This is an optimization exercise on Yosys and OpenROAD, whose aim is small area, not a production implementation. At most, simulation tests tie the RTL to the original design; equivalence was not proved. No activity file was given, so power comes from the tool's default toggle rates.

==> module button_debounce, before the edit <==
module button_debounce (
    input  wire clk,
    input  wire btn_raw,
    output wire btn_hit
);
    reg btn_sync_0;
    reg btn_sync_1;
    always @(posedge clk) begin
        btn_sync_0 <= btn_raw;
        btn_sync_1 <= btn_sync_0;
    end
    localparam [19:0] START = 20'hC1546;   
    localparam [19:0] INV   = 20'hAAAAA;
    reg  [19:0] cnt_q;
    wire [19:0] cnt = cnt_q ^ INV;
    wire last = ~cnt[19] & (&cnt[18:6]) & cnt[4] & cnt[3] & cnt[1] & cnt[0];
    wire fb   = ~(cnt[19] ^ cnt[16]) | last;
    always @(posedge clk)
        cnt_q <= (btn_sync_1 ? {cnt[18:0], fb} : START) ^ INV;
    assign btn_hit = last;
endmodule
==> flow/config.mk <==
export PLATFORM = sky130hd
export DESIGN_NAME = top
export DESIGN_NICKNAME = top
export VERILOG_FILES = /design/flow/design.v
export SDC_FILE = /design/flow/constraint.sdc
export NUM_CORES = 4
export LEC_CHECK = 0
export CAP_MARGIN = 20
export CORE_MARGIN = 2
export CORE_UTILIZATION = 40
export SLEW_MARGIN = 20
==> flow/constraint.sdc <==
create_clock -name core_clock -period 10.0 [get_ports {clk}]
set_input_delay 2.0000 -clock core_clock [delete_from_list [all_inputs] [get_ports {clk}]]
set_output_delay 2.0000 -clock core_clock [all_outputs]
set_load 0.01 [all_outputs]
standard.sh (not shown) runs the stock make flow with config.mk's settings and CLKGATE_MAP_FILE= SYNTH_SCRIPT=/design/flow/synth_recipe.tcl, a recipe that flattens the netlist after the stock synthesis.
==> flow/flow/run.sh <==
#!/bin/bash
# Layout flow: the standard flow (standard.sh) with these changes:
#  - synthesis maps logic with an area-oriented ABC script (flow/area_synth.tcl,
#    flow/abc_area.script); registers and their names are the standard ones;
#  - ports are buffered with sky130_fd_sc_hd__buf_1 (every port still gets a buffer);
#  - clock tree synthesis uses clkbuf_4 and no dummy loads;
#  - a denser floorplan.
# Each tool's output stays in orfs/logs; make's own output goes to flow_make.log.
set -euo pipefail
W=$(pwd)
export AREA_ABC_SCRIPT=$W/flow/abc_area.script
bash standard.sh \
  SYNTH_SCRIPT=$W/flow/area_synth.tcl \
  "BUFFER_PORTS_ARGS=-buffer_cell sky130_fd_sc_hd__buf_1" \
  "CTS_ARGS=-sink_clustering_enable -repair_clock_nets -dont_use_dummy_load -buf_list sky130_fd_sc_hd__clkbuf_4" \
  CORE_UTILIZATION=70 PLACE_DENSITY=0.75 \
  finish > $W/flow_make.log 2>&1
==> flow/flow/abc_area.script <==
strash
dch -f
amap
topo
==> flow/flow/area_synth.tcl <==
# The standard synthesis script (synth_recipe.tcl), except that ORFS's
# final ABC technology mapping uses flow/abc_area.script, an area-oriented
# mapping, in place of ABC's delay-oriented script. Registers are mapped
# before ABC runs, so they are the standard synthesis's, with the same names.
proc synth {args} { yosys synth -nofsm -noshare {*}$args }
proc abc {args} {
  set i [lsearch -exact $args -script]
  if { $i >= 0 } {
    lset args [expr { $i + 1 }] $::env(AREA_ABC_SCRIPT)
  }
  yosys abc {*}$args
}
source $::env(SCRIPTS_DIR)/synth.tcl
# left out here: clear keep_hierarchy, flatten, clean up, hide names made inside functions, write 1_2_yosys.v
Change:
--- a/flow/design.v
+++ b/flow/design.v
@@ -15,9 +15,9 @@
     reg  [19:0] cnt_q;
     wire [19:0] cnt = cnt_q ^ INV;
-    wire last = ~cnt[19] & (&cnt[18:6]) & cnt[4] & cnt[3] & cnt[1] & cnt[0];
-    wire fb   = ~(cnt[19] ^ cnt[16]) | last;
+    wire ones = &cnt[18:0];                
+    wire fb   = ~(cnt[19] ^ cnt[16]) | ones;
     always @(posedge clk)
         cnt_q <= (btn_sync_1 ? {cnt[18:0], fb} : START) ^ INV;
-    assign btn_hit = last;
+    assign btn_hit = ones & ~cnt[19];      
 endmodule
 module top (
The new run finished clean.
Total power is about the same.
Synthesized cell count climbs by about 1.6%.
Wire length climbs by about 0.4%.
Worst setup slack got worse by 0.021 ns.
Clock skew climbs by 0.018 ns.
Cell count climbs by about 1%.
Die area climbs by about 1%.
Worst hold slack improved by 0.0098 ns.
Utilization barely changes.
Combinational power drops by about 6%.
Non-clock buffer count drops by 1.
Area after synthesis climbs by about 1.1%.
Sequential share of layout area drops by 0.53 points.
Clock-buffer cell count stays the same.
No functional check of the RTL was part of the second run of this note.

========
Another version of the RTL of top (not shown whole).
For scale: ~730 cells after synthesis, roughly 130 flip-flops, about 6200 um^2 of cells after synthesis.
==> module button_debounce, before the edit <==
module button_debounce (
    input  wire clk,         
    input  wire btn_raw,     
    output wire btn_pulse    
);
    reg btn_sync_0;
    reg btn_sync_1;
    always @(posedge clk) begin
        btn_sync_0 <= btn_raw;
        btn_sync_1 <= btn_sync_0;
    end
    localparam MAX_COUNT = 20'd1_000_000;   
    reg [19:0] count;
    reg        btn_db;
    always @(posedge clk) begin
        if (btn_sync_1) begin
            if (count < MAX_COUNT)
                count <= count + 1;
        end else begin
            count <= 0;
        end
        if (count == MAX_COUNT)
            btn_db <= 1'b1;
        else
            btn_db <= 1'b0;
    end
    reg btn_db_d;
    always @(posedge clk) begin
        btn_db_d <= btn_db;
    end
    assign btn_pulse = btn_db & ~btn_db_d;
endmodule
Settings: LEC_CHECK=0, CAP_MARGIN=20, CORE_MARGIN=2, CORE_UTILIZATION=40, SLEW_MARGIN=20; clock period 10.0 ns.
run.sh (not shown) runs the stock make flow with config.mk's settings and CLKGATE_MAP_FILE= SYNTH_SCRIPT=/design/flow/synth_recipe.tcl, a recipe that flattens the netlist after the stock synthesis.
Stock flow here: none of the scripts above is used.
Next try:
--- a/flow/design.v
+++ b/flow/design.v
@@ -1,36 +1,28 @@
 `timescale 1ns/1ps
 module button_debounce (
-    input  wire clk,         
-    input  wire btn_raw,     
-    output wire btn_pulse    
+    input  wire clk,
+    input  wire btn_raw,
+    output wire btn_pulse
 );
     reg btn_sync_0;
     reg btn_sync_1;
     always @(posedge clk) begin
         btn_sync_0 <= btn_raw;
         btn_sync_1 <= btn_sync_0;
     end
-    localparam MAX_COUNT = 20'd1_000_000;   
-    reg [19:0] count;
-    reg        btn_db;
+    localparam [19:0] START = 20'hC1546;   
+    localparam [19:0] INV   = 20'hAAAAA;
+    reg  [19:0] cnt_q;
+    wire [19:0] cnt = cnt_q ^ INV;
+    wire ones = &cnt[18:0];                
+    wire fb   = ~(cnt[19] ^ cnt[16]) | ones;
+    reg fire;
     always @(posedge clk) begin
-        if (btn_sync_1) begin
-            if (count < MAX_COUNT)
-                count <= count + 1;
-        end else begin
-            count <= 0;
-        end
-        if (count == MAX_COUNT)
-            btn_db <= 1'b1;
-        else
-            btn_db <= 1'b0;
+        cnt_q <= (btn_sync_1 ? {cnt[18:0], fb} : START) ^ INV;
+        fire  <= ones & ~cnt[19];          
     end
-    reg btn_db_d;
-    always @(posedge clk) begin
-        btn_db_d <= btn_db;
-    end
-    assign btn_pulse = btn_db & ~btn_db_d;
+    assign btn_pulse = fire;
 endmodule
 module top (
     input  wire        clk,         
     input  wire [4:0]  btn,         
Outcome:
- worst hold slack got worse by 8.7 ps
- core utilization increases by 3.3 points
- maximum frequency decreases by about 1.8%
- total power increases by 0.45%
- die area decreases by about 40%
- clock power increases by about 2%
- sequential cell count decreases by 5
- cell count decreases by about 47%
- routed wire length decreases by 58%
- via count decreases by about 60%
- final area decreases by 36%
- worst setup slack got worse by 64 ps
- critical path depth stays the same
- area after synthesis decreases by about 40%

[afterwards: timing with drivers on the ports]
No port has a modelled driver above. Below, the same layouts with a new extraction and two added sets of constraints.
Step 1, drivers: a clkbuf_16 drives clk and a buf_2 each remaining input, both assumed.
Step 2 moves the port delays by t, midway between the first and last clock arrival at a register: inputs arrive t later, outputs are due t later. That takes back most of the time a late clock gives input paths.
a / b / c = ideal ports / drivers / drivers and shift; a / b = the first two.
| run | t (ns) | setup WS [ns] | worst setup path after step 2 |
|---|---|---|---|
| the first run of note 1 | 0.483 | 6.943 / 6.921 / 7.288 | input to register |
| the second run of note 1 | 0.510 | 6.921 / 6.895 / 7.267 | input to register |
| the first run of note 2 | 0.454 | 6.592 / 6.552 / 7.006 | register to output |
| the second run of note 2 | 0.540 | 6.528 / 6.496 / 7.037 | register to output |
After both steps every run listed still meets setup and hold.
